Context: an optimization exercise on an open-source flow, tuned for small area and a short achievable clock period. The choices shown serve that exercise and are no tape-out recipe. The RTL was checked by simulation tests, not by an equivalence proof against the original design.

<file path="flow/flow/run.sh">
#!/bin/bash
# The standard layout (the standard.sh, unchanged synthesis and steps),
# with timing repair aimed at a 4 ns period: setup slack margin 6 ns against
# the design's 10 ns clock. All of make's output goes to standard.log.
set -euo pipefail
bash standard.sh SETUP_SLACK_MARGIN=6 finish > standard.log 2>&1
</file>
<file path="flow/standard.sh">
#!/bin/bash
# synth_recipe.tcl (not shown) runs the flow's synth.tcl, then flattens the netlist and writes it again
# the make line also repeats each setting of config.mk as NAME=value (left out here)
make -C /OpenROAD-flow-scripts/flow DESIGN_CONFIG=/design/flow/config.mk WORK_HOME=/design/flow/orfs CLKGATE_MAP_FILE= SYNTH_SCRIPT=/design/flow/synth_recipe.tcl "${@:-finish}"
</file>
<file path="flow/config.mk">
export PLATFORM = sky130hd
export DESIGN_NAME = pbit_lattice
export DESIGN_NICKNAME = pbit_lattice
export VERILOG_FILES = /design/flow/design.v
export SDC_FILE = /design/flow/constraint.sdc
export NUM_CORES = 4
export LEC_CHECK = 0
export CAP_MARGIN = 20
export CORE_MARGIN = 2
export CORE_UTILIZATION = 55
export CTS_CLUSTER_DIAMETER = 80
export CTS_CLUSTER_SIZE = 24
export SLEW_MARGIN = 20
export SYNTH_HIERARCHICAL = 1
export SYNTH_MINIMUM_KEEP_SIZE = 0
</file>
<file path="flow/constraint.sdc">
create_clock -name core_clock -period 10.0 [get_ports {clk}]
set_input_delay 2.0000 -clock core_clock [delete_from_list [all_inputs] [get_ports {clk}]]
set_output_delay 2.0000 -clock core_clock [all_outputs]
set_load 0.01 [all_outputs]
</file>
<file path="flow/design.v">
package PSL_pkg;
    localparam j_bit_width   = 6;   
    localparam h_bit_width   = 6;   
    localparam i_bit_width   = 6;   
    localparam RNG_bit_width = 32;  
endpackage : PSL_pkg
`timescale 1ns / 1ps
module lfsr_bit_n (rst, q, c, d);
input rst, q, c;
output d;
assign d = ~((rst | q) & c);
endmodule
module lfsr_bit_p (rst, q, c, d);
input rst, q, c;
output d;
assign d = (rst | q) & c;
endmodule
module wbit_n (ld, ldn, w, q, d);
input ld, ldn, w, q;
output d;
assign d = ~((ld | q) & (ldn | w));
endmodule
module wbit_p (ld, ldn, w, q, d);
input ld, ldn, w, q;
output d;
assign d = (ld | q) & (ldn | w);
endmodule
`timescale 1ns / 1ps
module LUT_bias (rn, base, p31, hk, le, lt, tinf);
input  [31:0] rn;
output [4:0]  base;
output [5:0]  p31;
output        hk, le, lt, tinf;
wire [31:0] r = ~rn;
wire [31:0] th;
assign th[0] = r[31];
assign th[1] = th[0] & r[30];
assign th[2] = th[1] & r[29];
assign th[3] = th[2] & r[28];
assign th[4] = th[3] & r[27];
assign th[5] = th[4] & r[26];
assign th[6] = th[5] & r[25];
assign th[7] = th[6] & r[24];
assign th[8] = th[7] & r[23];
assign th[9] = th[8] & r[22];
assign th[10] = th[9] & r[21];
assign th[11] = th[10] & r[20];
assign th[12] = th[11] & r[19];
assign th[13] = th[12] & r[18];
assign th[14] = th[13] & r[17];
assign th[15] = th[14] & r[16];
assign th[16] = th[15] & r[15];
assign th[17] = th[16] & r[14];
assign th[18] = th[17] & r[13];
assign th[19] = th[18] & r[12];
assign th[20] = th[19] & r[11];
assign th[21] = th[20] & r[10];
assign th[22] = th[21] & r[9];
assign th[23] = th[22] & r[8];
assign th[24] = th[23] & r[7];
assign th[25] = th[24] & r[6];
assign th[26] = th[25] & r[5];
assign th[27] = th[26] & r[4];
assign th[28] = th[27] & r[3];
assign th[29] = th[28] & r[2];
assign th[30] = th[29] & r[1];
assign th[31] = th[30] & r[0];
wire [32:0] oh;
assign oh[0] = ~r[31];
assign oh[1] = th[0] & ~r[30];
assign oh[2] = th[1] & ~r[29];
assign oh[3] = th[2] & ~r[28];
assign oh[4] = th[3] & ~r[27];
assign oh[5] = th[4] & ~r[26];
assign oh[6] = th[5] & ~r[25];
assign oh[7] = th[6] & ~r[24];
assign oh[8] = th[7] & ~r[23];
assign oh[9] = th[8] & ~r[22];
assign oh[10] = th[9] & ~r[21];
assign oh[11] = th[10] & ~r[20];
assign oh[12] = th[11] & ~r[19];
assign oh[13] = th[12] & ~r[18];
assign oh[14] = th[13] & ~r[17];
assign oh[15] = th[14] & ~r[16];
assign oh[16] = th[15] & ~r[15];
assign oh[17] = th[16] & ~r[14];
assign oh[18] = th[17] & ~r[13];
assign oh[19] = th[18] & ~r[12];
assign oh[20] = th[19] & ~r[11];
assign oh[21] = th[20] & ~r[10];
assign oh[22] = th[21] & ~r[9];
assign oh[23] = th[22] & ~r[8];
assign oh[24] = th[23] & ~r[7];
assign oh[25] = th[24] & ~r[6];
assign oh[26] = th[25] & ~r[5];
assign oh[27] = th[26] & ~r[4];
assign oh[28] = th[27] & ~r[3];
assign oh[29] = th[28] & ~r[2];
assign oh[30] = th[29] & ~r[1];
assign oh[31] = th[30] & ~r[0];
assign oh[32] = th[31];
wire [31:0] lsel;
assign lsel[0] = oh[1] | oh[10] | oh[17] | oh[20] | oh[23] | oh[25] | oh[28] | oh[30] | th[31];
assign lsel[1] = oh[1] | oh[4] | oh[11] | oh[14] | oh[17] | oh[21] | oh[24] | oh[25] | oh[28] | th[30];
assign lsel[2] = oh[1] | oh[3] | oh[8] | oh[15] | oh[18] | oh[20] | oh[21] | oh[23] | oh[24] | oh[25] | oh[28] | th[29];
assign lsel[3] = oh[1] | oh[5] | oh[7] | oh[10] | oh[12] | oh[14] | oh[15] | oh[17] | oh[20] | oh[21] | oh[23] | oh[24] | oh[25] | oh[27] | th[28];
assign lsel[4] = oh[3] | oh[5] | oh[7] | oh[10] | oh[14] | oh[18] | oh[21] | oh[23] | oh[25] | th[27];
assign lsel[5] = oh[1] | oh[4] | oh[5] | oh[17] | oh[25] | th[26];
assign lsel[6] = oh[3] | oh[4] | oh[5] | oh[8] | oh[11] | oh[12] | oh[14] | oh[15] | oh[17] | oh[21] | oh[24] | th[25];
assign lsel[7] = oh[1] | oh[3] | oh[4] | oh[7] | oh[11] | oh[12] | oh[15] | oh[17] | oh[21] | th[24];
assign lsel[8] = oh[1] | oh[4] | oh[5] | oh[10] | oh[11] | oh[12] | oh[15] | th[23];
assign lsel[9] = oh[1] | oh[3] | oh[10] | oh[14] | oh[15] | oh[18] | oh[20] | oh[21] | th[22];
assign lsel[10] = oh[1] | oh[4] | oh[8] | oh[11] | oh[14] | oh[15] | th[21];
assign lsel[11] = oh[3] | oh[10] | oh[12] | oh[17] | oh[18] | th[20];
assign lsel[12] = oh[8] | oh[17] | oh[18] | th[19];
assign lsel[13] = oh[1] | oh[3] | oh[4] | oh[7] | oh[8] | oh[12] | oh[15] | th[18];
assign lsel[14] = oh[3] | oh[4] | oh[5] | oh[7] | oh[8] | oh[10] | oh[12] | oh[15] | th[17];
assign lsel[15] = oh[1] | oh[3] | oh[4] | oh[8] | oh[12] | oh[15] | th[16];
assign lsel[16] = oh[3] | oh[4] | oh[5] | oh[7] | oh[8] | oh[12] | oh[14] | th[15];
assign lsel[17] = oh[1] | oh[3] | oh[4] | oh[11] | oh[12] | th[14];
assign lsel[18] = oh[1] | oh[5] | oh[8] | oh[10] | oh[12] | th[13];
assign lsel[19] = oh[3] | oh[4] | oh[7] | oh[8] | oh[11] | th[12];
assign lsel[20] = oh[3] | oh[4] | oh[8] | th[11];
assign lsel[21] = oh[1] | oh[3] | oh[5] | th[10];
assign lsel[22] = oh[3] | oh[4] | oh[5] | oh[7] | oh[8] | th[9];
assign lsel[23] = oh[4] | th[8];
assign lsel[24] = oh[1] | oh[3] | oh[4] | oh[5] | th[7];
assign lsel[25] = oh[1] | oh[4] | oh[5] | th[6];
assign lsel[26] = th[5];
assign lsel[27] = oh[1] | th[4];
assign lsel[28] = oh[1] | th[3];
assign lsel[29] = oh[1] | th[2];
assign lsel[30] = th[1];
assign lsel[31] = th[0];
wire [31:0] cg0, ce0;
assign cg0[0] = lsel[0] & rn[0];
assign ce0[0] = lsel[0] ^ rn[0];
assign cg0[1] = lsel[1] & rn[1];
assign ce0[1] = lsel[1] ^ rn[1];
assign cg0[2] = lsel[2] & rn[2];
assign ce0[2] = lsel[2] ^ rn[2];
assign cg0[3] = lsel[3] & rn[3];
assign ce0[3] = lsel[3] ^ rn[3];
assign cg0[4] = lsel[4] & rn[4];
assign ce0[4] = lsel[4] ^ rn[4];
assign cg0[5] = lsel[5] & rn[5];
assign ce0[5] = lsel[5] ^ rn[5];
assign cg0[6] = lsel[6] & rn[6];
assign ce0[6] = lsel[6] ^ rn[6];
assign cg0[7] = lsel[7] & rn[7];
assign ce0[7] = lsel[7] ^ rn[7];
assign cg0[8] = lsel[8] & rn[8];
assign ce0[8] = lsel[8] ^ rn[8];
assign cg0[9] = lsel[9] & rn[9];
assign ce0[9] = lsel[9] ^ rn[9];
assign cg0[10] = lsel[10] & rn[10];
assign ce0[10] = lsel[10] ^ rn[10];
assign cg0[11] = lsel[11] & rn[11];
assign ce0[11] = lsel[11] ^ rn[11];
assign cg0[12] = lsel[12] & rn[12];
assign ce0[12] = lsel[12] ^ rn[12];
assign cg0[13] = lsel[13] & rn[13];
assign ce0[13] = lsel[13] ^ rn[13];
assign cg0[14] = lsel[14] & rn[14];
assign ce0[14] = lsel[14] ^ rn[14];
assign cg0[15] = lsel[15] & rn[15];
assign ce0[15] = lsel[15] ^ rn[15];
assign cg0[16] = lsel[16] & rn[16];
assign ce0[16] = lsel[16] ^ rn[16];
assign cg0[17] = lsel[17] & rn[17];
assign ce0[17] = lsel[17] ^ rn[17];
assign cg0[18] = lsel[18] & rn[18];
assign ce0[18] = lsel[18] ^ rn[18];
assign cg0[19] = lsel[19] & rn[19];
assign ce0[19] = lsel[19] ^ rn[19];
assign cg0[20] = lsel[20] & rn[20];
assign ce0[20] = lsel[20] ^ rn[20];
assign cg0[21] = lsel[21] & rn[21];
assign ce0[21] = lsel[21] ^ rn[21];
assign cg0[22] = lsel[22] & rn[22];
assign ce0[22] = lsel[22] ^ rn[22];
assign cg0[23] = lsel[23] & rn[23];
assign ce0[23] = lsel[23] ^ rn[23];
assign cg0[24] = lsel[24] & rn[24];
assign ce0[24] = lsel[24] ^ rn[24];
assign cg0[25] = lsel[25] & rn[25];
assign ce0[25] = lsel[25] ^ rn[25];
assign cg0[26] = lsel[26] & rn[26];
assign ce0[26] = lsel[26] ^ rn[26];
assign cg0[27] = lsel[27] & rn[27];
assign ce0[27] = lsel[27] ^ rn[27];
assign cg0[28] = lsel[28] & rn[28];
assign ce0[28] = lsel[28] ^ rn[28];
assign cg0[29] = lsel[29] & rn[29];
assign ce0[29] = lsel[29] ^ rn[29];
assign cg0[31:30] = 2'b00;
assign ce0[31:30] = 2'b11;
wire c1_0g, c1_0e;
assign c1_0g = ~(cg0[1] | (ce0[1] & cg0[0]));
assign c1_0e = ~(ce0[1] & ce0[0]);
wire c1_1g, c1_1e;
assign c1_1g = ~(cg0[3] | (ce0[3] & cg0[2]));
assign c1_1e = ~(ce0[3] & ce0[2]);
wire c1_2g, c1_2e;
assign c1_2g = ~(cg0[5] | (ce0[5] & cg0[4]));
assign c1_2e = ~(ce0[5] & ce0[4]);
wire c1_3g, c1_3e;
assign c1_3g = ~(cg0[7] | (ce0[7] & cg0[6]));
assign c1_3e = ~(ce0[7] & ce0[6]);
wire c1_4g, c1_4e;
assign c1_4g = ~(cg0[9] | (ce0[9] & cg0[8]));
assign c1_4e = ~(ce0[9] & ce0[8]);
wire c1_5g, c1_5e;
assign c1_5g = ~(cg0[11] | (ce0[11] & cg0[10]));
assign c1_5e = ~(ce0[11] & ce0[10]);
wire c1_6g, c1_6e;
assign c1_6g = ~(cg0[13] | (ce0[13] & cg0[12]));
assign c1_6e = ~(ce0[13] & ce0[12]);
wire c1_7g, c1_7e;
assign c1_7g = ~(cg0[15] | (ce0[15] & cg0[14]));
assign c1_7e = ~(ce0[15] & ce0[14]);
wire c1_8g, c1_8e;
assign c1_8g = ~(cg0[17] | (ce0[17] & cg0[16]));
assign c1_8e = ~(ce0[17] & ce0[16]);
wire c1_9g, c1_9e;
assign c1_9g = ~(cg0[19] | (ce0[19] & cg0[18]));
assign c1_9e = ~(ce0[19] & ce0[18]);
wire c1_10g, c1_10e;
assign c1_10g = ~(cg0[21] | (ce0[21] & cg0[20]));
assign c1_10e = ~(ce0[21] & ce0[20]);
wire c1_11g, c1_11e;
assign c1_11g = ~(cg0[23] | (ce0[23] & cg0[22]));
assign c1_11e = ~(ce0[23] & ce0[22]);
wire c1_12g, c1_12e;
assign c1_12g = ~(cg0[25] | (ce0[25] & cg0[24]));
assign c1_12e = ~(ce0[25] & ce0[24]);
wire c1_13g, c1_13e;
assign c1_13g = ~(cg0[27] | (ce0[27] & cg0[26]));
assign c1_13e = ~(ce0[27] & ce0[26]);
wire c1_14g, c1_14e;
assign c1_14g = ~(cg0[29] | (ce0[29] & cg0[28]));
assign c1_14e = ~(ce0[29] & ce0[28]);
wire c1_15g, c1_15e;
assign c1_15g = ~(cg0[31] | (ce0[31] & cg0[30]));
assign c1_15e = ~(ce0[31] & ce0[30]);
wire c2_0g, c2_0e;
assign c2_0g = ~(c1_1g & (c1_1e | c1_0g));
assign c2_0e = ~(c1_1e | c1_0e);
wire c2_1g, c2_1e;
assign c2_1g = ~(c1_3g & (c1_3e | c1_2g));
assign c2_1e = ~(c1_3e | c1_2e);
wire c2_2g, c2_2e;
assign c2_2g = ~(c1_5g & (c1_5e | c1_4g));
assign c2_2e = ~(c1_5e | c1_4e);
wire c2_3g, c2_3e;
assign c2_3g = ~(c1_7g & (c1_7e | c1_6g));
assign c2_3e = ~(c1_7e | c1_6e);
wire c2_4g, c2_4e;
assign c2_4g = ~(c1_9g & (c1_9e | c1_8g));
assign c2_4e = ~(c1_9e | c1_8e);
wire c2_5g, c2_5e;
assign c2_5g = ~(c1_11g & (c1_11e | c1_10g));
assign c2_5e = ~(c1_11e | c1_10e);
wire c2_6g, c2_6e;
assign c2_6g = ~(c1_13g & (c1_13e | c1_12g));
assign c2_6e = ~(c1_13e | c1_12e);
wire c2_7g, c2_7e;
assign c2_7g = ~(c1_15g & (c1_15e | c1_14g));
assign c2_7e = ~(c1_15e | c1_14e);
wire c3_0g, c3_0e;
assign c3_0g = ~(c2_1g | (c2_1e & c2_0g));
assign c3_0e = ~(c2_1e & c2_0e);
wire c3_1g, c3_1e;
assign c3_1g = ~(c2_3g | (c2_3e & c2_2g));
assign c3_1e = ~(c2_3e & c2_2e);
wire c3_2g, c3_2e;
assign c3_2g = ~(c2_5g | (c2_5e & c2_4g));
assign c3_2e = ~(c2_5e & c2_4e);
wire c3_3g, c3_3e;
assign c3_3g = ~(c2_7g | (c2_7e & c2_6g));
assign c3_3e = ~(c2_7e & c2_6e);
wire c4_0g, c4_0e;
assign c4_0g = ~(c3_1g & (c3_1e | c3_0g));
assign c4_0e = ~(c3_1e | c3_0e);
wire c4_1g, c4_1e;
assign c4_1g = ~(c3_3g & (c3_3e | c3_2g));
assign c4_1e = ~(c3_3e | c3_2e);
wire c5_0g, c5_0e;
assign c5_0g = ~(c4_1g | (c4_1e & c4_0g));
assign c5_0e = ~(c4_1e & c4_0e);
assign le = c5_0g;
assign lt = c5_0g & c5_0e;
assign hk = oh[1] | oh[3] | oh[4] | oh[5] | oh[7] | oh[8] | oh[10] | oh[11] | oh[12] | oh[14] | oh[15] | oh[17] | oh[18] | oh[20] | oh[21] | oh[23] | oh[24] | oh[25] | oh[27] | oh[28] | oh[30];
assign tinf = oh[32];
assign base[0] = (th[0] & ~th[1]) | (th[3] & ~th[4]) | (th[5] & ~th[7]) | (th[8] & ~th[10]) | (th[11] & ~th[12]) | (th[14] & ~th[15]) | (th[17] & ~th[18]) | (th[20] & ~th[21]) | (th[23] & ~th[24]) | (th[25] & ~th[27]) | (th[28] & ~th[30]);
assign base[1] = (th[1] & ~th[4]) | (th[7] & ~th[10]) | (th[12] & ~th[15]) | (th[18] & ~th[21]) | (th[24] & ~th[27]) | (th[30]);
assign base[2] = (th[4] & ~th[10]) | (th[15] & ~th[21]) | (th[27]);
assign base[3] = (th[10] & ~th[21]);
assign base[4] = (th[21]);
assign p31[0] = (~th[0]) | (th[1] & ~th[3]) | (th[4] & ~th[5]) | (th[7] & ~th[8]) | (th[10] & ~th[11]) | (th[12] & ~th[14]) | (th[15] & ~th[17]) | (th[18] & ~th[20]) | (th[21] & ~th[23]) | (th[24] & ~th[25]) | (th[27] & ~th[28]) | (th[30]);
assign p31[1] = (~th[0]) | (th[3] & ~th[5]) | (th[8] & ~th[11]) | (th[14] & ~th[17]) | (th[20] & ~th[23]) | (th[25] & ~th[28]);
assign p31[2] = (~th[0]) | (th[5] & ~th[11]) | (th[17] & ~th[23]) | (th[28]);
assign p31[3] = (~th[0]) | (th[11] & ~th[23]);
assign p31[4] = (~th[0]) | (th[23]);
assign p31[5] = (th[0]);
endmodule
module cmp_leaf (a, bn, g, e);
input a, bn;
output g, e;
assign g = a & bn;
assign e = a ^ bn;
endmodule
module cmp_node_p (gh, eh, gl, el, g, e);
input gh, eh, gl, el;
output g, e;
assign g = ~(gh | (eh & gl));
assign e = ~(eh & el);
endmodule
module cmp_node_n (gh, eh, gl, el, g, e);
input gh, eh, gl, el;
output g, e;
assign g = ~(gh & (eh | gl));
assign e = ~(eh | el);
endmodule
`timescale 1ns / 1ps
module fadd (a, b, c, s, co);
input a, b, c;
output s, co;
assign s = a ^ b ^ c;
assign co = (a & b) | (a & c) | (b & c);
endmodule
module hadd (a, b, s, co);
input a, b;
output s, co;
assign s = a ^ b;
assign co = a & b;
endmodule
`timescale 1ns / 1ps
module pbit (s_in, h_n, J_n, rn, en, keep, sq, d0, d1, d2);
input  [5:0]  s_in;
input  [5:0]  h_n;
input  [35:0] J_n;
input  [31:0] rn;     
input         en, keep, sq;
output        d0, d1, d2;
wire [4:0] base;
wire [5:0] p31;
wire hk, le, lt, tinf;
LUT_bias l_i (.rn(rn), .base(base), .p31(p31), .hk(hk), .le(le), .lt(lt), .tinf(tinf));
wire c1n = ~(hk & le);
wire th_c2 = hk & lt;
wire co1, co2, co3;
wire [8:0] ra, rb;
wire t0_1 = ~(J_n[1] ^ s_in[0]);
wire t0_2 = ~(J_n[2] ^ s_in[0]);
wire t0_3 = ~(J_n[3] ^ s_in[0]);
wire t0_4 = ~(J_n[4] ^ s_in[0]);
wire t0_5 = J_n[5] ^ s_in[0];
wire ci0 = ~(J_n[0] | s_in[0]);
wire t1_1 = ~(J_n[7] ^ s_in[1]);
wire t1_2 = ~(J_n[8] ^ s_in[1]);
wire t1_3 = ~(J_n[9] ^ s_in[1]);
wire t1_4 = ~(J_n[10] ^ s_in[1]);
wire t1_5 = J_n[11] ^ s_in[1];
wire ci1 = ~(J_n[6] | s_in[1]);
wire t2_1 = ~(J_n[13] ^ s_in[2]);
wire t2_2 = ~(J_n[14] ^ s_in[2]);
wire t2_3 = ~(J_n[15] ^ s_in[2]);
wire t2_4 = ~(J_n[16] ^ s_in[2]);
wire t2_5 = J_n[17] ^ s_in[2];
wire ci2 = ~(J_n[12] | s_in[2]);
wire t3_1 = ~(J_n[19] ^ s_in[3]);
wire t3_2 = ~(J_n[20] ^ s_in[3]);
wire t3_3 = ~(J_n[21] ^ s_in[3]);
wire t3_4 = ~(J_n[22] ^ s_in[3]);
wire t3_5 = J_n[23] ^ s_in[3];
wire ci3 = ~(J_n[18] | s_in[3]);
wire t4_1 = ~(J_n[25] ^ s_in[4]);
wire t4_2 = ~(J_n[26] ^ s_in[4]);
wire t4_3 = ~(J_n[27] ^ s_in[4]);
wire t4_4 = ~(J_n[28] ^ s_in[4]);
wire t4_5 = J_n[29] ^ s_in[4];
wire ci4 = ~(J_n[24] | s_in[4]);
wire t5_1 = ~(J_n[31] ^ s_in[5]);
wire t5_2 = ~(J_n[32] ^ s_in[5]);
wire t5_3 = ~(J_n[33] ^ s_in[5]);
wire t5_4 = ~(J_n[34] ^ s_in[5]);
wire t5_5 = J_n[35] ^ s_in[5];
wire ci5 = ~(J_n[30] | s_in[5]);
wire hb5 = ~h_n[5];
wire fs1, fc1;
fadd fa1 (.a(h_n[1]), .b(ci0), .c(ci1), .s(fs1), .co(fc1));
wire fs2, fc2;
fadd fa2 (.a(ci2), .b(ci3), .c(ci4), .s(fs2), .co(fc2));
wire hs3, hc3;
hadd ha3 (.a(J_n[0]), .b(J_n[6]), .s(hs3), .co(hc3));
wire fs4, fc4;
fadd fa4 (.a(ci5), .b(t0_1), .c(t1_1), .s(fs4), .co(fc4));
wire fs5, fc5;
fadd fa5 (.a(t2_1), .b(t3_1), .c(t4_1), .s(fs5), .co(fc5));
wire fs6, fc6;
fadd fa6 (.a(h_n[2]), .b(t0_2), .c(t1_2), .s(fs6), .co(fc6));
wire fs7, fc7;
fadd fa7 (.a(t2_2), .b(t3_2), .c(t4_2), .s(fs7), .co(fc7));
wire hs8, hc8;
hadd ha8 (.a(t5_2), .b(fc1), .s(hs8), .co(hc8));
wire fs9, fc9;
fadd fa9 (.a(h_n[3]), .b(t0_3), .c(t1_3), .s(fs9), .co(fc9));
wire fs10, fc10;
fadd fa10 (.a(t2_3), .b(t3_3), .c(t4_3), .s(fs10), .co(fc10));
wire fs11, fc11;
fadd fa11 (.a(h_n[4]), .b(t0_4), .c(t1_4), .s(fs11), .co(fc11));
wire hs12, hc12;
hadd ha12 (.a(t2_4), .b(t3_4), .s(hs12), .co(hc12));
wire fs13, fc13;
fadd fa13 (.a(hb5), .b(t0_5), .c(t1_5), .s(fs13), .co(fc13));
wire hs14, hc14;
hadd ha14 (.a(t2_5), .b(t3_5), .s(hs14), .co(hc14));
wire fs15, fc15;
fadd fa15 (.a(J_n[12]), .b(J_n[18]), .c(J_n[24]), .s(fs15), .co(fc15));
wire fs16, fc16;
fadd fa16 (.a(t5_1), .b(hc3), .c(fs1), .s(fs16), .co(fc16));
wire hs17, hc17;
hadd ha17 (.a(fs2), .b(fs4), .s(hs17), .co(hc17));
wire fs18, fc18;
fadd fa18 (.a(fc2), .b(fc4), .c(fc5), .s(fs18), .co(fc18));
wire fs19, fc19;
fadd fa19 (.a(fs6), .b(fs7), .c(hs8), .s(fs19), .co(fc19));
wire fs20, fc20;
fadd fa20 (.a(t5_3), .b(fc6), .c(fc7), .s(fs20), .co(fc20));
wire fs21, fc21;
fadd fa21 (.a(fs9), .b(fs10), .c(hc8), .s(fs21), .co(fc21));
wire fs22, fc22;
fadd fa22 (.a(t4_4), .b(t5_4), .c(hs12), .s(fs22), .co(fc22));
wire fs23, fc23;
fadd fa23 (.a(fc9), .b(fc10), .c(fs11), .s(fs23), .co(fc23));
wire fs24, fc24;
fadd fa24 (.a(t4_5), .b(t5_5), .c(hc12), .s(fs24), .co(fc24));
wire fs25, fc25;
fadd fa25 (.a(hs14), .b(fc11), .c(fs13), .s(fs25), .co(fc25));
wire hs26, hc26;
hadd ha26 (.a(J_n[30]), .b(h_n[0]), .s(hs26), .co(hc26));
wire fs27, fc27;
fadd fa27 (.a(fc15), .b(fs5), .c(hs17), .s(fs27), .co(fc27));
wire fs28, fc28;
fadd fa28 (.a(hc17), .b(fc16), .c(fs18), .s(fs28), .co(fc28));
wire fs29, fc29;
fadd fa29 (.a(fc18), .b(fs20), .c(fc19), .s(fs29), .co(fc29));
wire fs30, fc30;
fadd fa30 (.a(fs22), .b(fc20), .c(fs23), .s(fs30), .co(fc30));
wire fs31, fc31;
fadd fa31 (.a(fc22), .b(fs24), .c(fc23), .s(fs31), .co(fc31));
wire fs32, fc32;
fadd fa32 (.a(hc14), .b(fc13), .c(fc24), .s(fs32), .co(fc32));
wire hs33, hc33;
hadd ha33 (.a(hs26), .b(hs3), .s(hs33), .co(hc33));
wire fs34, fc34;
fadd fa34 (.a(hc26), .b(fs16), .c(fs27), .s(fs34), .co(fc34));
wire fs35, fc35;
fadd fa35 (.a(fs19), .b(fc27), .c(fs28), .s(fs35), .co(fc35));
wire fs36, fc36;
fadd fa36 (.a(fs21), .b(fc28), .c(fs29), .s(fs36), .co(fc36));
wire fs37, fc37;
fadd fa37 (.a(fc21), .b(fs30), .c(fc29), .s(fs37), .co(fc37));
wire fs38, fc38;
fadd fa38 (.a(fs25), .b(fc30), .c(fs31), .s(fs38), .co(fc38));
wire fs39, fc39;
fadd fa39 (.a(fc25), .b(fs32), .c(fc31), .s(fs39), .co(fc39));
assign ra = {1'b0, fc39, fc38, fc37, fc36, fc35, fc34, hc33, hs33};
assign rb = {1'b0, fc32, fs39, fs38, fs37, fs36, fs35, fs34, fs15};
wire [4:0] nbase = ~base;
geq_t g1 (.a(ra[7:0]), .b(rb[7:0]), .k(nbase), .cin(c1n), .co(co1));
geq_n g2 (.a(ra[7:0]), .b(rb[7:0]), .k(p31), .cin(th_c2), .co(co2));
geq_z g3 (.a(ra[7:0]), .b(rb[7:0]), .cin(1'b0), .co(co3));
wire s_new = (~tinf & co1) | (co2 & ~co3);
wire d = (en & s_new) | (keep & sq);
assign d0 = d;
assign d1 = d;
assign d2 = d;
endmodule
module geq_t (a, b, k, cin, co);
input [7:0] a, b;
input [4:0] k;
input cin;
output co;
wire [7:0] s, c;
assign s[0] = a[0] ^ b[0] ^ k[0];
assign c[0] = (a[0] & b[0]) | (a[0] & k[0]) | (b[0] & k[0]);
assign s[1] = a[1] ^ b[1] ^ k[1];
assign c[1] = (a[1] & b[1]) | (a[1] & k[1]) | (b[1] & k[1]);
assign s[2] = a[2] ^ b[2] ^ k[2];
assign c[2] = (a[2] & b[2]) | (a[2] & k[2]) | (b[2] & k[2]);
assign s[3] = a[3] ^ b[3] ^ k[3];
assign c[3] = (a[3] & b[3]) | (a[3] & k[3]) | (b[3] & k[3]);
assign s[4] = a[4] ^ b[4] ^ k[4];
assign c[4] = (a[4] & b[4]) | (a[4] & k[4]) | (b[4] & k[4]);
assign s[5] = a[5] ^ b[5];
assign c[5] = a[5] & b[5];
assign s[6] = a[6] ^ b[6];
assign c[6] = a[6] & b[6];
assign s[7] = a[7] ^ b[7];
assign c[7] = a[7] & b[7];
wire [7:0] y = {c[6:0], 1'b0};
wire [7:0] g0 = s & y;
wire [7:0] p0 = s | y;
wire gg1 = g0[1] | (p0[1] & g0[0]);
wire pp1 = p0[1] & p0[0];
wire gg2 = g0[3] | (p0[3] & g0[2]);
wire pp2 = p0[3] & p0[2];
wire gg3 = g0[5] | (p0[5] & g0[4]);
wire pp3 = p0[5] & p0[4];
wire gg4 = g0[7] | (p0[7] & g0[6]);
wire pp4 = p0[7] & p0[6];
wire gg5 = gg2 | (pp2 & gg1);
wire pp5 = pp2 & pp1;
wire gg6 = gg4 | (pp4 & gg3);
wire pp6 = pp4 & pp3;
wire gg7 = gg6 | (pp6 & gg5);
wire pp7 = pp6 & pp5;
assign co = c[7] | gg7 | (pp7 & cin);
endmodule
module geq_n (a, b, k, cin, co);
input [7:0] a, b;
input [5:0] k;
input cin;
output co;
wire [7:0] s, c;
assign s[0] = a[0] ^ b[0] ^ k[0];
assign c[0] = (a[0] & b[0]) | (a[0] & k[0]) | (b[0] & k[0]);
assign s[1] = a[1] ^ b[1] ^ k[1];
assign c[1] = (a[1] & b[1]) | (a[1] & k[1]) | (b[1] & k[1]);
assign s[2] = a[2] ^ b[2] ^ k[2];
assign c[2] = (a[2] & b[2]) | (a[2] & k[2]) | (b[2] & k[2]);
assign s[3] = a[3] ^ b[3] ^ k[3];
assign c[3] = (a[3] & b[3]) | (a[3] & k[3]) | (b[3] & k[3]);
assign s[4] = a[4] ^ b[4] ^ k[4];
assign c[4] = (a[4] & b[4]) | (a[4] & k[4]) | (b[4] & k[4]);
assign s[5] = a[5] ^ b[5] ^ k[5];
assign c[5] = (a[5] & b[5]) | (a[5] & k[5]) | (b[5] & k[5]);
assign s[6] = a[6] ^ b[6];
assign c[6] = a[6] & b[6];
assign s[7] = a[7] ^ b[7];
assign c[7] = a[7] & b[7];
wire [7:0] y = {c[6:0], 1'b0};
wire [7:0] g0 = s & y;
wire [7:0] p0 = s | y;
wire gg1 = g0[1] | (p0[1] & g0[0]);
wire pp1 = p0[1] & p0[0];
wire gg2 = g0[3] | (p0[3] & g0[2]);
wire pp2 = p0[3] & p0[2];
wire gg3 = g0[5] | (p0[5] & g0[4]);
wire pp3 = p0[5] & p0[4];
wire gg4 = g0[7] | (p0[7] & g0[6]);
wire pp4 = p0[7] & p0[6];
wire gg5 = gg2 | (pp2 & gg1);
wire pp5 = pp2 & pp1;
wire gg6 = gg4 | (pp4 & gg3);
wire pp6 = pp4 & pp3;
wire gg7 = gg6 | (pp6 & gg5);
wire pp7 = pp6 & pp5;
assign co = c[7] | gg7 | (pp7 & cin);
endmodule
module geq_z (a, b, cin, co);
input [7:0] a, b;
input cin;
output co;
wire [7:0] s, c;
assign s[0] = a[0] ^ b[0];
assign c[0] = a[0] & b[0];
assign s[1] = a[1] ^ b[1];
assign c[1] = a[1] & b[1];
assign s[2] = a[2] ^ b[2];
assign c[2] = a[2] & b[2];
assign s[3] = a[3] ^ b[3];
assign c[3] = a[3] & b[3];
assign s[4] = a[4] ^ b[4];
assign c[4] = a[4] & b[4];
assign s[5] = ~(a[5] ^ b[5]);
assign c[5] = a[5] | b[5];
assign s[6] = a[6] ^ b[6];
assign c[6] = a[6] & b[6];
assign s[7] = a[7] ^ b[7];
assign c[7] = a[7] & b[7];
wire [7:0] y = {c[6:0], 1'b0};
wire [7:0] g0 = s & y;
wire [7:0] p0 = s | y;
wire gg1 = g0[1] | (p0[1] & g0[0]);
wire pp1 = p0[1] & p0[0];
wire gg2 = g0[3] | (p0[3] & g0[2]);
wire pp2 = p0[3] & p0[2];
wire gg3 = g0[5] | (p0[5] & g0[4]);
wire pp3 = p0[5] & p0[4];
wire gg4 = g0[7] | (p0[7] & g0[6]);
wire pp4 = p0[7] & p0[6];
wire gg5 = gg2 | (pp2 & gg1);
wire pp5 = pp2 & pp1;
wire gg6 = gg4 | (pp4 & gg3);
wire pp6 = pp4 & pp3;
wire gg7 = gg6 | (pp6 & gg5);
wire pp7 = pp6 & pp5;
assign co = c[7] | gg7 | (pp7 & cin);
endmodule
`timescale 1ns / 1ps
import PSL_pkg :: *;
module pbit_lattice (
    input  wire        clk,
    input  wire        rst,         
    input  wire        run,         
    input  wire [31:0] seed_mix,    
    input  wire        cfg_we,      
    input  wire [6:0]  cfg_addr,    
    input  wire [5:0]  cfg_wdata,   
    output wire [26:0] s            
);
localparam L = 3;
localparam N = L*L*L;
localparam [N*RNG_bit_width-1:0] SEEDS = {
        32'h55724a8a,
        32'hafa2d07c,
        32'h1121a14d,
        32'h8fde5639,
        32'h132a29cf,
        32'h27cd95a0,
        32'h26af91d1,
        32'ha71dba49,
        32'h5552da89,
        32'hdab4fcb8,
        32'h093f36eb,
        32'h8eca7365,
        32'h7965c0fe,
        32'h4d317c68,
        32'h022dd18d,
        32'h3c7ba9e3,
        32'h8be9794d,
        32'h3c95ad20,
        32'h819ed6b6,
        32'he7158a80,
        32'h21f64544,
        32'he06c85af,
        32'hbaec4ef7,
        32'h02ff349d,
        32'h4f876aa3,
        32'h9c2b9d9f,
        32'h2ae75e2e
};
reg [2:0] ph;
always @(posedge clk) begin
    if (rst) ph <= 3'b001;
    else ph <= {ph[1:0], ph[2]};
end
reg [j_bit_width-1:0]   Js [0:3*N-1];    
reg [h_bit_width-1:0]   hs [0:N-1];
reg [RNG_bit_width-1:0] rs [0:N-1];
reg [N-1:0]             ss0, ss1, ss2;
wire [4*N-1:0] dec;
genvar a;
generate
for (a = 0; a < 4*N; a = a + 1) begin : gdec
    assign dec[a] = cfg_we && (cfg_addr == a);
end
endgenerate
wire [5:0] wd0 = rst ? 6'd0 : cfg_wdata;
wire [5:0] wd1 = ~wd0;
wire [31:0] rmixn1 = ~({32{rst}} & seed_mix);    
wire [31:0] rmixn0 = ~({32{rst}} & ~seed_mix);   
wire s_en   = run & ~rst;
wire s_keep = ~run & ~rst;
genvar x, y, z, d, b;
generate
for (z = 0; z < L; z = z + 1) begin : gz
  for (y = 0; y < L; y = y + 1) begin : gy
    localparam integer UA  = (L - (y+z)%L) % L;
    localparam integer A   = UA + L*y + L*L*z;
    localparam integer XP  = (UA+1)%L + L*y + L*L*z;
    localparam integer XM  = (UA+L-1)%L + L*y + L*L*z;
    localparam integer YP  = UA + L*((y+1)%L) + L*L*z;
    localparam integer YM  = UA + L*((y+L-1)%L) + L*L*z;
    localparam integer ZP  = UA + L*y + L*L*((z+1)%L);
    localparam integer ZM  = UA + L*y + L*L*((z+L-1)%L);
    wire s_d0, s_d1, s_d2;     
    wire [RNG_bit_width-1:0] r_next;
    pbit unit (
        .s_in({ss2[ZM], ss2[ZP], ss1[YM], ss1[YP], ss0[XM], ss0[XP]}),
        .h_n(hs[A]),
        .J_n({Js[3*ZM+2], Js[3*A+2], Js[3*YM+1], Js[3*A+1], Js[3*XM+0], Js[3*A+0]}),
        .rn(rs[A]), .en(s_en), .keep(s_keep), .sq(ss0[A]), .d0(s_d0), .d1(s_d1), .d2(s_d2));
    wire [RNG_bit_width-1:0] r_a = ~rs[A];
    assign r_next = {r_a[RNG_bit_width-2:0], ~(r_a[31] ^ r_a[21] ^ r_a[1] ^ r_a[0])};
    for (x = 0; x < L; x = x + 1) begin : gu
      localparam integer U   = x;
      localparam integer S   = U + L*y + L*L*z;
      localparam integer SRC = (U+1)%L + L*y + L*L*z;
      localparam integer X0  = (U+1)%L, X1 = (U+2)%L, X2 = U;
      localparam integer I0  = X0 + L*y + L*L*z, I1 = X1 + L*y + L*L*z, I2 = X2 + L*y + L*L*z;
      localparam POL  = (U == (UA+1)%L);
      localparam PSRC = (((U+1)%L) == (UA+1)%L);
      localparam INV  = POL ^ PSRC;
      localparam LPOL  = !POL;
      localparam LPSRC = !PSRC;
      localparam LINV  = LPOL ^ LPSRC;
      localparam [RNG_bit_width-1:0] SEED = SEEDS[S*RNG_bit_width +: RNG_bit_width];
      wire [RNG_bit_width-1:0] rq = (SRC == A) ? (r_next ^ {RNG_bit_width{LPSRC}}) : rs[SRC];
      wire [RNG_bit_width-1:0] rd;
      for (b = 0; b < RNG_bit_width; b = b + 1) begin : gb
        if (LINV) begin : n
          lfsr_bit_n g (.rst(rst), .q(rq[b]), .c((SEED[b] ^ LPOL) ? rmixn0[b] : rmixn1[b]), .d(rd[b]));
        end else begin : p
          lfsr_bit_p g (.rst(rst), .q(rq[b]), .c((SEED[b] ^ LPOL) ? rmixn1[b] : rmixn0[b]), .d(rd[b]));
        end
      end
      always @(posedge clk) rs[S] <= rd;
      if (SRC == A) begin : sa
        always @(posedge clk) begin
          ss0[S] <= s_d0;
          ss1[S] <= s_d1;
          ss2[S] <= s_d2;
        end
      end else if (S == A) begin : sc
        always @(posedge clk) ss0[S] <= rst ? 1'b0 : ss0[SRC];
      end else begin : sb
        always @(posedge clk) begin
          ss0[S] <= rst ? 1'b0 : ss0[SRC];
          ss1[S] <= rst ? 1'b0 : ss1[SRC];
          ss2[S] <= rst ? 1'b0 : ss2[SRC];
        end
      end
      wire hld = rst | (ph[0] & dec[3*N+I0]) | (ph[1] & dec[3*N+I1]) | (ph[2] & dec[3*N+I2]);
      wire [h_bit_width-1:0] hd;
      for (b = 0; b < h_bit_width; b = b + 1) begin : ghb
        if (INV) begin : n
          wbit_n g (.ld(hld), .ldn(~hld), .w(POL ? wd0[b] : wd1[b]), .q(hs[SRC][b]), .d(hd[b]));
        end else begin : p
          wbit_p g (.ld(hld), .ldn(~hld), .w(POL ? wd1[b] : wd0[b]), .q(hs[SRC][b]), .d(hd[b]));
        end
      end
      always @(posedge clk) hs[S] <= hd;
      for (d = 0; d < 3; d = d + 1) begin : gd
        wire jld = rst | (ph[0] & dec[3*I0+d]) | (ph[1] & dec[3*I1+d]) | (ph[2] & dec[3*I2+d]);
        wire [j_bit_width-1:0] jd;
        for (b = 0; b < j_bit_width; b = b + 1) begin : gjb
          if (INV) begin : n
            wbit_n g (.ld(jld), .ldn(~jld), .w(POL ? wd0[b] : wd1[b]), .q(Js[3*SRC+d][b]), .d(jd[b]));
          end else begin : p
            wbit_p g (.ld(jld), .ldn(~jld), .w(POL ? wd1[b] : wd0[b]), .q(Js[3*SRC+d][b]), .d(jd[b]));
          end
        end
        always @(posedge clk) Js[3*S+d] <= jd;
      end
      localparam integer Q0 = x + L*y + L*L*z;
      localparam integer Q1 = (x+L-1)%L + L*y + L*L*z;
      localparam integer Q2 = (x+L-2)%L + L*y + L*L*z;
      assign s[S] = (ph[0] & ss0[Q0]) | (ph[1] & ss0[Q1]) | (ph[2] & ss0[Q2]);
    end
  end
end
endgenerate
endmodule
</file>
==> results of run 1 <==
layout by cell type, fill, tap and decap left out, types with 29 or more instances in the layout:
cell and instances:
a211oi_1 37, a21o_1 45, a21oi_1 256, a21oi_2 33, a31oi_1 34, and2_1 42
buf_4 315, clkbuf_16 85, clkdlybuf4s50_1 44, dfxtp_1 1356, dfxtp_2 90, dfxtp_4 132
fa_1 342, fa_2 45, ha_1 421, inv_1 507, inv_2 34, nand2_1 316
nand2_2 31, nand2b_1 73, nand3_1 95, nand4_1 74, nand4b_1 40, nor2_1 500
nor2_2 37, nor2b_1 88, nor3_1 98, o2111ai_1 33, o211ai_1 73, o21a_1 302
o21ai_0 332, o21ai_1 604, o22a_1 226, o22ai_1 497, or2_2 30, or3_1 49
or4_4 29, xnor2_1 208, xor2_2 53
stage by stage:
stage,cell area [µm²],worst slack [ns]
final,91000,5.48
after floorplan,80900,5.79
after global placement,83200,4.40
after detailed placement,83300,4.23
after CTS,89400,5.56
after global routing,90900,5.37
final timing paths:
path,startpoint,to,slack [ns],depth (start not counted)
setup reg to reg,rs[7][24],ss0[6],5.48,16
hold / removal,rs[9][23],rs[11][23],0.38,1
hold reg to reg,rs[9][23],rs[11][23],0.38,1
setup / recovery,rs[7][24],ss0[6],5.48,16
worst register-to-register path, cell delays in order (launching register included):
cell and delay (ns):
dfxtp_4 0.38, or4_4 0.60, or4_4 0.52, and4bb_4 0.43, buf_6 0.12, buf_4 0.09
buf_4 0.12, nor4_1 0.05, or4_1 0.61, inv_1 0.16, fa_1 0.43, maj3_1 0.34
a21oi_1 0.16, a21o_1 0.14, inv_2 0.04, o22ai_4 0.14, a22o_4 0.15
registers in the layout, summed over array words and instances, names as in the netlist:
signal  flops
rs        864
hs        162
ss0        27
Js        486
ss2        18
ph          3
ss1        18
cell families after synthesis:
logic type	share of synthesized area, %
AO/OA/AOI/OAI	23.6
XOR/XNOR	3.73
adder cells (fa/ha/maj)	16.6
buffers and inverters	4.20
flip-flops	39.2
multiplexers	0.0280
other	0.0419
AND/OR/NAND/NOR	12.6
modules after synthesis (local to each module, per instance):
module	copies in the design	cell area, µm²	flip-flops and latches	cells inside
hadd	63	12.5	0	1
geq_n	9	333	0	43
pbit_lattice	1	36000	1578	2308
fadd	288	20.0	0	1
geq_t	9	305	0	42
lfsr_bit_n	576	5.00	0	1
pbit	9	473	0	57
wbit_n	432	6.26	0	1
LUT_bias	9	1800	0	281
wbit_p	216	8.76	0	1
geq_z	9	243	0	31
lfsr_bit_p	288	7.51	0	1
metal layers:
metal  share of wire (%)  GRT usage [%]  vias up
met5               0.015              0        -
met4                 5.5           18.5        6
met2                  43           59.6     3756
li1                    -              -    30900
met3                  11           9.62      724
met1                  41           53.6    34700
cell usage after synthesis (all sizes together), types with 46 or more instances:
master     n
nor2     546
o21a     302
nor2b     98
buf      117
or4       46
a21oi    290
inv      548
dfxtp   1578
fa       387
a221oi    46
and2      55
nand2    355
clkbuf    84
a211oi    48
o21ai    941
nand2b   109
xor2      63
nor4      47
xnor2    234
nand4     74
nand3    111
a31oi     46
o22a     226
o211ai    73
nor3     138
or3       60
ha       432
o22ai    518
area by class of cell:
cell class                      count  area [µm²]
Tap cell                         1917        2400
Antenna cell                        4        10.0
Clock buffer                       90        2140
Timing Repair Buffer              422        3570
Inverter                          548        2080
Sequential cell                  1578       32200
Timing Repair inverter              2        12.5
Clock inverter                     31         374
Fill cell                       12200       54600
Multi-Input combinational cell   5930       48200
timing repair:
action                                 CTS  global route
cloned                                   3             2
gates resized for setup                715           251
endpoints found under the hold margin    0             0
setup buffers                          200            79
setup endpoints to repair              916           874
pin swaps                              180           138
==> flow_summary.yaml, run 1 <==
cts:
  cts_sinks: 1578
  htree_levels: 3
  clock_latency_ns: 0.73
  cts_buffer_depth: 3
  cts_tree: "yes"
  root_buffer: "clkbuf_16"
  cts.clk_slew.worst_paths_ns: 0.09
  holdBufCountCts: 0
  cts_buffers: 84
worst_hold_path:
  hold_path_class: "flip-flop to flip-flop"
routing:
  drc_errors: 0
  vias: 70100
  via_per_inst: 6.66
  ant_nets: 0
  wl_mm: 306
  drt_iter0_drc: 8142
  wire_per_inst_um: 29.1
  dr.pass1.iters: 9
floorplan:
  design.core.area_um2: 146000
  io-pin-count: 76
  num_rows: 140
  die_h_um: 387
  die_w_um: 387
  initial_core_util_pct: 55.3
  dieArea_um2: 150000
finish:
  drive_above_1_share_pct: 16.5
  final_cell_count_no_fill: 10500
  nets: 9434
  final_util_pct: 62.5
  syn2layout_area_growth_pct: 12.9
sta:
  relSlewSlack_pct: 5.91
  final.min_clock_period_ns: 4.52
  finalSetupViolCount: 0
  worstMarginPinSlew_ns: 1.40
  final_hold_viol_count: 0
  finalSetupTns_ns: 0
  fmax_mhz: 221
  skew_ns: 0.0406
  finalCritPeriodShare_pct: 45.2
  drv_slew: 0
  rsz0062_at_grt: "true"
  fin_hold_ws_ns: 0.375
yosys:
  synth_top_cell_area_share_pct: 39.2
  synth_ff_type: "dfxtp_1"
  synth_edf_count: 0
  synth_area_per_cell_um2: 9.76
  ys_async_sr_fraction_pct: 0
  synth.area.top_cells: "dfxtp_1, fa_1, ha_1, o22ai_1, o21ai_1"
  synthDistinctLibCells: 107
  ys_ff_latch: 1578
  synth_top_area_cell: "dfxtp_1"
  netlist_instances: 8257
  yosysWarnings: 13
  synth-seq-area-share_pct: 39.2
  netlist_area_um2: 80600
worst_setup_path:
  critPathTopFamily: "simple AND/OR/NAND/NOR gates"
  critPathCaptureType: "flip-flop"
  cp_slowest_cell: "or4_1"
  worstPathMaxFanout: 6
  slowest_delay_ns: 0.61
  worstPathBufferInverterCount: 5
  worstSetupStartpointType: "flip-flop"
  required_ns: 10.67
  path_cells: "or4_4 -> or4_4 -> and4bb_4 -> buf_6 -> buf_4 -> buf_4 -> nor4_1 -> or4_1 -> inv_1 -> fa_1 -> maj3_1 -> a21oi_1 -> a21o_1 -> inv_2 -> o22ai_4 -> a22o_4"
  arrival_ns: 5.19
  critPathKind: "flip-flop to flip-flop"
place:
  placed_cells: 10100
  detailedPlacementHpwl_mm: 221
  io_buffers: 75
  gp_congestion: 1.08
grt:
  antenna_found_initial: 13
  grt_pass1_vias: 67700
  track_usage_pct: 39.6
  overflow: 0
  grt_max_degree: 206
  grt_pass1_wl_mm: 445
status:
  outcome: "timing/DRC/antenna clean"
run:
  max-cap-violations: 0
==> run 2: changes to the inputs <==
--- a/flow/config.mk
+++ b/flow/config.mk
@@ -13,3 +13,4 @@
 export SLEW_MARGIN = 20
 export SYNTH_HIERARCHICAL = 1
 export SYNTH_MINIMUM_KEEP_SIZE = 0
+export TNS_END_PERCENT = 10
==> run 2 against run 1 <==
Global-route usage fell by 0.49 points. Worst hold slack improved by 0.0062 ns. Critical endpoint is now ss0[2]. Utilization fell by 0.77 points.
==> flow_summary.yaml, run 2 <==
yosys:
  synth_edf_count: 0
  synth-seq-area-share_pct: 39.2
  ys_async_sr_fraction_pct: 0
  synth_most_common_cell: "dfxtp_1"
  netlist_area_um2: 80600
  synth_top_cell_area_share_pct: 39.2
  synthDistinctLibCells: 107
  netlist_instances: 8257
  synth_area_per_cell_um2: 9.76
  synth_top_area_cell: "dfxtp_1"
  synth.area.top_cells: "dfxtp_1, fa_1, ha_1, o22ai_1, o21ai_1"
  synth_ff_type: "dfxtp_1"
  synth_common_cells: "dfxtp_1, o21ai_1, nor2_1"
  ys_ff_latch: 1578
  yosysWarnings: 13
worst_setup_path:
  rr_startpoint: "rs[0][26]"
  critPathKind: "flip-flop to flip-flop"
  arrival_ns: 5.21
  critPathMostFrequentCell: "o211ai_1"
  worstSetupStartpointType: "flip-flop"
  ff2ff_setup_slack_ns: 5.40
  path_cells: "or4_4 -> nor4_4 -> nand4b_1 -> buf_4 -> o21bai_4 -> o211ai_1 -> ha_1 -> nand4_1 -> o211ai_1 -> o211ai_1 -> buf_4 -> a211oi_1 -> nor3_1 -> nand2_1 -> inv_1 -> o22ai_1 -> a22o_1 -> a21o_1 -> inv_2 -> o22ai_4 -> a22o_2"
  required_ns: 10.61
  worst_r2r_path_depth: 21
  critPathCaptureType: "flip-flop"
  r2r_end: "ss0[2]"
  worstPathMaxFanout: 6
  cp_slowest_cell: "or4_4"
  slowest_delay_ns: 0.59
finish:
  largest_registers: "rs: 864 flops, Js: 486 flops, hs: 162 flops"
  largest_register_ffs: 864
  design_area_um2: 89800
  largest_register: "rs"
  drive_above_1_share_pct: 14.1
  nets: 9350
  layout_commonest_cell: "dfxtp_1"
  nFillCells: 12400
  syn2layout_area_growth_pct: 11.5
  layout_common_cells: "dfxtp_1, o21ai_1, inv_1, nor2_1, o22ai_1"
grt:
  use_met3_pct: 8.76
  antenna_found_initial: 7
  grtUsageMet2_pct: 59.2
  grt_pass1_vias: 66100
  grt_pass1_wl_mm: 440
  track_usage_pct: 39.1
  grt_max_degree: 239
  overflow: 0
  use_met1_pct: 53.2
  top_usage_layer: "met2"
routing:
  drc_errors: 0
  ant_nets: 0
  via_per_inst: 6.67
  dr.pass1.iters: 9
  wl_mm: 302
  vias: 69600
  wire_per_inst_um: 29.0
  drt_iter0_drc: 8523
status:
  outcome: "timing/DRC/antenna clean"
floorplan:
  die_w_um: 387
  initial_core_util_pct: 55.3
  die_h_um: 387
  design.core.area_um2: 146000
  dieArea_um2: 150000
  num_rows: 140
  io-pin-count: 76
sta:
  fmax_mhz: 217
  setup_ws_ns: 5.40
  final_hold_viol_count: 0
  final.min_clock_period_ns: 4.60
  finalSetupViolCount: 0
  drv_slew: 0
  relSlewSlack_pct: 13.8
  finalSetupTns_ns: 0
  skew_ns: 0.0298
  worstMarginPinSlew_ns: 1.28
  rsz0062_at_grt: "true"
  finalCritPeriodShare_pct: 46.0
cts:
  cts_sinks: 1578
  htree_levels: 3
  cts_buffer_depth: 3
  cts.clk_slew.worst_paths_ns: 0.09
  cts_buffers: 88
  cts_tree: "yes"
  root_buffer: "clkbuf_16"
  clock_latency_ns: 0.73
worst_hold_path:
  holdCritStartpoint: "rs[24][20]"
  hold-path-cell-count: 1
  hold_path_class: "flip-flop to flip-flop"
  min_to: "rs[26][20]"
place:
  io_buffers: 75
  dpl_cell_area_um2: 83100
  detailedPlacementHpwl_mm: 218
  pre_cts_slack_ns: 4.21
  gp_congestion: 1.03
run:
  max-cap-violations: 0
[run 2: cell counts after synthesis]
No cell type changed its count.
[run 2: worst max-delay path by stage]
stage | from | end | slack, ns | depth (start not counted)
6_report | rs[0][26] | ss0[2] | 5.40 | 21
5_1_grt | rs[13][24] | ss1[12] | 5.18 | 19
4_1_cts | rs[0][25] | ss0[2] | 5.49 | 21
3_5_place_dp | cfg_addr[2] | Js[32][2] | 4.21 | 6
3_3_place_gp | cfg_we | Js[40][3] | 4.22 | 6
2_1_floorplan | ss0[17] | ss1[17] | 5.78 | 16
[run 2: repair_timing]
action,in CTS,in global routing
pin swaps,144,142
setup buffers,141,50
endpoints found under the setup margin,1037,873
gates resized for setup,514,189
cloned,3,2
hold buffers,0,0
[run 2: stage by stage]
step	cells	hold WS, ns	util [%]
after global placement	10100	0.394	57.1
final	10400	0.381	61.7
after CTS	10400	0.380	60.9
after detailed placement	10100	0.397	57.1
after global routing	10400	0.386	61.7
after floorplan	8257	0.389	-
[run 2: worst max-delay path, delay by kind of cell (launching register included)]
kind / cells / cell delay, ns
buffers and inverters: 4 / 0.55
adders and majority gates: 1 / 0.28
DFF: 1 / 0.35
and+or+nand+nor: 6 / 1.79
AOI/OAI and AO/OA: 10 / 1.50
[run 2: metal layers]
| layer | part of all wire, % | routed length, µm |
|---|---|---|
| met1 | 41 | 123000 |
| met3 | 11 | 32200 |
| met4 | 5.4 | 16400 |
| met2 | 43 | 131000 |
| met5 | 0 | 0 |
[run 2: modules after synthesis, one instance, submodules excluded, excerpt]
module | cell area, µm² | times used
wbit_n | 6.26 | 432
lfsr_bit_n | 5.00 | 576
geq_n | 333 | 9
lfsr_bit_p | 7.51 | 288
fadd | 20.0 | 288
pbit_lattice | 36000 | 1
geq_t | 305 | 9
geq_z | 243 | 9
pbit | 473 | 9
LUT_bias | 1800 | 9
hadd | 12.5 | 63
[run 2: final cells by class]
type | instances | area, µm² | share of cell area [%]
clock buffer | 96 | 2320 | 2.59
antenna | 2 | 5.00 | 0.00557
sequential | 1578 | 32100 | 35.7
multi-input combinational | 5932 | 47600 | 52.9
clock inverter | 29 | 513 | 0.571
tap | 1917 | 2400 | 2.67
timing repair inverter | 1 | 7.51 | 0.00836
inverter | 548 | 2080 | 2.31
timing repair buffer | 333 | 2870 | 3.20
[run 2: logic make-up after synthesis]
group | after synthesis | share of synthesized area (%)
XOR/XNOR | 297 | 3.73
adder cells (fa/ha/maj) | 837 | 16.6
buffers and inverters | 749 | 4.20
other | 9 | 0.0419
flip-flops | 1578 | 39.2
AO/OA/AOI/OAI | 2899 | 23.6
multiplexers | 2 | 0.0280
AND/OR/NAND/NOR | 1886 | 12.6
==> run 3: changes to the inputs <==
--- a/flow/design.v
+++ b/flow/design.v
@@ -500,7 +500,7 @@
 assign c[6] = a[6] & b[6];
 assign s[7] = a[7] ^ b[7];
 assign c[7] = a[7] & b[7];
-wire [7:0] y = {c[6:0], 1'b0};
+wire [7:0] y = {c[6:0], cin};
 wire [7:0] g0 = s & y;
 wire [7:0] p0 = s | y;
 wire gg1 = g0[1] | (p0[1] & g0[0]);
@@ -517,7 +517,7 @@
 wire pp6 = pp4 & pp3;
 wire gg7 = gg6 | (pp6 & gg5);
 wire pp7 = pp6 & pp5;
-assign co = c[7] | gg7 | (pp7 & cin);
+assign co = c[7] | gg7;
 endmodule
 module geq_n (a, b, k, cin, co);
 input [7:0] a, b;
@@ -541,7 +541,7 @@
 assign c[6] = a[6] & b[6];
 assign s[7] = a[7] ^ b[7];
 assign c[7] = a[7] & b[7];
-wire [7:0] y = {c[6:0], 1'b0};
+wire [7:0] y = {c[6:0], cin};
 wire [7:0] g0 = s & y;
 wire [7:0] p0 = s | y;
 wire gg1 = g0[1] | (p0[1] & g0[0]);
@@ -558,7 +558,7 @@
 wire pp6 = pp4 & pp3;
 wire gg7 = gg6 | (pp6 & gg5);
 wire pp7 = pp6 & pp5;
-assign co = c[7] | gg7 | (pp7 & cin);
+assign co = c[7] | gg7;
 endmodule
 module geq_z (a, b, cin, co);
 input [7:0] a, b;
@@ -581,7 +581,7 @@
 assign c[6] = a[6] & b[6];
 assign s[7] = a[7] ^ b[7];
 assign c[7] = a[7] & b[7];
-wire [7:0] y = {c[6:0], 1'b0};
+wire [7:0] y = {c[6:0], cin};
 wire [7:0] g0 = s & y;
 wire [7:0] p0 = s | y;
 wire gg1 = g0[1] | (p0[1] & g0[0]);
@@ -598,7 +598,7 @@
 wire pp6 = pp4 & pp3;
 wire gg7 = gg6 | (pp6 & gg5);
 wire pp7 = pp6 & pp5;
-assign co = c[7] | gg7 | (pp7 & cin);
+assign co = c[7] | gg7;
 endmodule
 `timescale 1ns / 1ps
 import PSL_pkg :: *;
==> run 3 against run 2 <==
Sequential share of layout area rose by 0.074 points. Global-route usage rose by 0.96 points. Maximum frequency is 2.3% higher. Flip-flop and latch count stayed put. Cell area is 0.13% lower. Worst setup slack better by 0.10 ns. Non-clock buffer count increased by 10. Critical endpoint is now ss1[12].
==> flow_summary.yaml, run 3 <==
status:
  outcome: "timing/DRC/antenna clean"
yosys:
  synth_common_cells: "dfxtp_1, o21ai_1, nor2_1"
  synth_ff_type: "dfxtp_1"
  netlist_instances: 8131
  synth-seq-area-share_pct: 39.5
  synth_area_per_cell_um2: 9.83
  synthDistinctLibCells: 102
  synth.area.top_cells: "dfxtp_1, fa_1, ha_1, o22ai_1, o21ai_1"
  synth_edf_count: 0
  netlist_area_um2: 79900
  yosysWarnings: 13
  synth_most_common_cell: "dfxtp_1"
  synth_top_area_cell: "dfxtp_1"
  synth_top_cell_area_share_pct: 39.5
  ys_async_sr_fraction_pct: 0
  ys_ff_latch: 1578
worst_hold_path:
  hold_path_class: "flip-flop to flip-flop"
  hold-path-cell-count: 1
floorplan:
  design.core.area_um2: 144000
  num_rows: 139
  initial_core_util_pct: 55.6
  die_w_um: 385
  io-pin-count: 76
  dieArea_um2: 148000
  die_h_um: 385
worst_setup_path:
  worstSetupStartpointType: "flip-flop"
  critPathTopFamily: "simple AND/OR/NAND/NOR gates"
  path_cells: "buf_8 -> or4_4 -> or4_4 -> and4bb_4 -> nand2b_1 -> or4b_2 -> ha_1 -> nand4_1 -> o211ai_1 -> o211ai_1 -> a211oi_1 -> nor3_1 -> nand2_1 -> o211ai_1 -> a21oi_1 -> o221ai_1 -> nand3_1 -> inv_1 -> o22ai_2 -> a22o_2"
  cp_slowest_cell: "or4_4"
  critPathKind: "flip-flop to flip-flop"
  cp_num_cells: 20
  critPathMostFrequentCell: "o211ai_1"
  slowest_delay_ns: 0.58
  required_ns: 10.62
  arrival_ns: 5.12
  worstPathBufferInverterCount: 2
  critPathCaptureType: "flip-flop"
  worst_r2r_path_depth: 20
  worstPathMaxFanout: 8
cts:
  cts_buffers: 88
  cts_sinks: 1578
  holdBufCountCts: 0
  root_buffer: "clkbuf_16"
  cts_buffer_depth: 3
  cts.clk_slew.worst_paths_ns: 0.09
  clock_latency_ns: 0.74
  htree_levels: 3
  cts_tree: "yes"
routing:
  via_per_inst: 6.68
  dr.pass1.iters: 8
  wire_per_inst_um: 29.4
  ant_nets: 0
  vias: 68900
  drt_iter0_drc: 8048
  drc_errors: 0
  wl_mm: 304
sta:
  finalCritPeriodShare_pct: 45.0
  rsz0062_at_grt: "true"
  relSlewSlack_pct: 18.4
  skew_ns: 0.0571
  finalSetupViolCount: 0
  final_hold_viol_count: 0
  drv_slew: 0
  worstMarginPinSlew_ns: 1.21
  final.min_clock_period_ns: 4.50
  fin_hold_ws_ns: 0.381
  finalSetupTns_ns: 0
  fmax_mhz: 222
run:
  max-cap-violations: 0
finish:
  syn2layout_area_growth_pct: 12.3
  nets: 9242
  largest_registers: "rs: 864 flops, Js: 486 flops, hs: 162 flops"
  layout_common_cells: "dfxtp_1, o21ai_1, nor2_1, o22ai_1, ha_1"
  layout_commonest_cell: "dfxtp_1"
  largest_register_ffs: 864
  drive_above_1_share_pct: 15.3
  largest_register: "rs"
grt:
  grt_max_degree: 175
  grt_pass1_vias: 66100
  antenna_found_initial: 8
  overflow: 0
  track_usage_pct: 40.0
  grt_pass1_wl_mm: 440
place:
  io_buffers: 75
  gp_congestion: 1.05
  detailedPlacementHpwl_mm: 223
## run 3: cell types whose count changed after synthesis, sizes merged, moves of 36 or more
cell	delta
o21ai	-36
inv	-135
nand3	+36
nor2b	+45
## run 3: repair_timing
| action | 4_1_cts | 5_1_grt |
|---|---|---|
| gates cloned | 5 | 1 |
| endpoints found under the setup margin | 968 | 837 |
| gates resized for setup | 584 | 141 |
| pin swaps | 160 | 128 |
| hold endpoints to repair | 0 | 0 |
| setup buffers | 140 | 52 |
## run 3: metrics by stage
stage / setup slack (ns) / util [%] / std cells / instance area [µm²]
final: 5.50 / 62.4 / 10300 / 89700
after global routing: 5.33 / 62.4 / 10300 / 89700
after CTS: 5.55 / 61.7 / 10300 / 88700
after detailed placement: 4.08 / 57.7 / 9988 / 83000
after global placement: 4.12 / 57.7 / 9987 / 83000
after floorplan: 5.96 / - / 8140 / 80600
## run 3: per-layer routing
metal / GRT usage (%) / vias up / routed length, µm
met2: 61.5 / 3577 / 133000
met3: 6.89 / 812 / 27000
met4: 24.0 / 4 / 22000
met1: 53.0 / 34000 / 122000
li1: - / 30500 / -
met5: 0 / - / 33
## run 3: logic make-up after synthesis
kind of cell,after synthesis,synth area share (%)
buffers and inverters,614,3.60
multiplexers,2,0.0282
AND/OR/NAND/NOR,1967,13.2
adder cells (fa/ha/maj),837,16.7
XOR/XNOR,297,3.76
flip-flops,1578,39.5
AO/OA/AOI/OAI,2827,23.2
other,9,0.0423
## run 3: Yosys stat by module (local to each module, per instance), excerpt
module / cells inside / flip-flops and latches
pbit: 57 / 0
geq_n: 38 / 0
fadd: 1 / 0
geq_t: 35 / 0
geq_z: 29 / 0
wbit_n: 1 / 0
wbit_p: 1 / 0
lfsr_bit_n: 1 / 0
lfsr_bit_p: 1 / 0
pbit_lattice: 2308 / 1578
## run 3: final timing paths
check / slack (ns) / end / from
hold reg to reg: 0.38 / rs[24][13] / rs[25][13]
hold / removal: 0.38 / rs[24][13] / rs[25][13]
setup reg to reg: 5.50 / ss1[12] / rs[13][11]
setup / recovery: 5.50 / ss1[12] / rs[13][11]
## run 3: layout make-up
type | instances | area, µm²
multi-input cells | 5948 | 47800
inverters | 413 | 1570
fillers | 11900 | 54100
well taps | 1903 | 2380
repair buffers | 343 | 3000
repair inverters | 2 | 10.0
clock buffers | 94 | 2300
flip-flops and latches | 1578 | 32100
diodes | 7 | 17.5
clock inverters | 32 | 573
## run 3: worst register-to-register path: cells and delay by family, from the launching register on
| kind | cells | cell delay (ns) |
|---|---|---|
| fa+ha+maj | 1 | 0.22 |
| compound gates | 8 | 1.23 |
| simple gates | 9 | 2.40 |
| flops | 1 | 0.33 |
| buf+inv | 2 | 0.21 |

## static timing again, ports no longer ideal
The flow's constraints put no driver on any port. The routed layouts listed below were extracted and timed again, unchanged, in two steps.
Step 1 sets driving cells, clkbuf_16 on the clock port and buf_2 on the other inputs (assumed; they add their load-dependent delay and slew).
Step 2 adds t to the input delays and takes it off the output delays; t is the mean of the earliest and latest rising clock arrival at the registers after step 1. Input paths then give back, and output paths get back, about the clock's delay inside the block.
Slacks: ideal ports / drivers / drivers and shift; pairs: ideal ports / drivers.
run	shift t [ns]	setup slack, ns	latest minus earliest clock arrival (ns)
run 1	0.793	5.479 / 5.479 / 5.086	0.058 / 0.058
run 2	0.798	5.401 / 5.401 / 4.965	0.040 / 0.040
run 3	0.797	5.504 / 5.504 / 4.986	0.058 / 0.058
After both steps setup and hold are still met in every run listed. The setup slack of run 3, which loses most, moves by 0.000 ns with the drivers and by -0.518 ns with both steps.
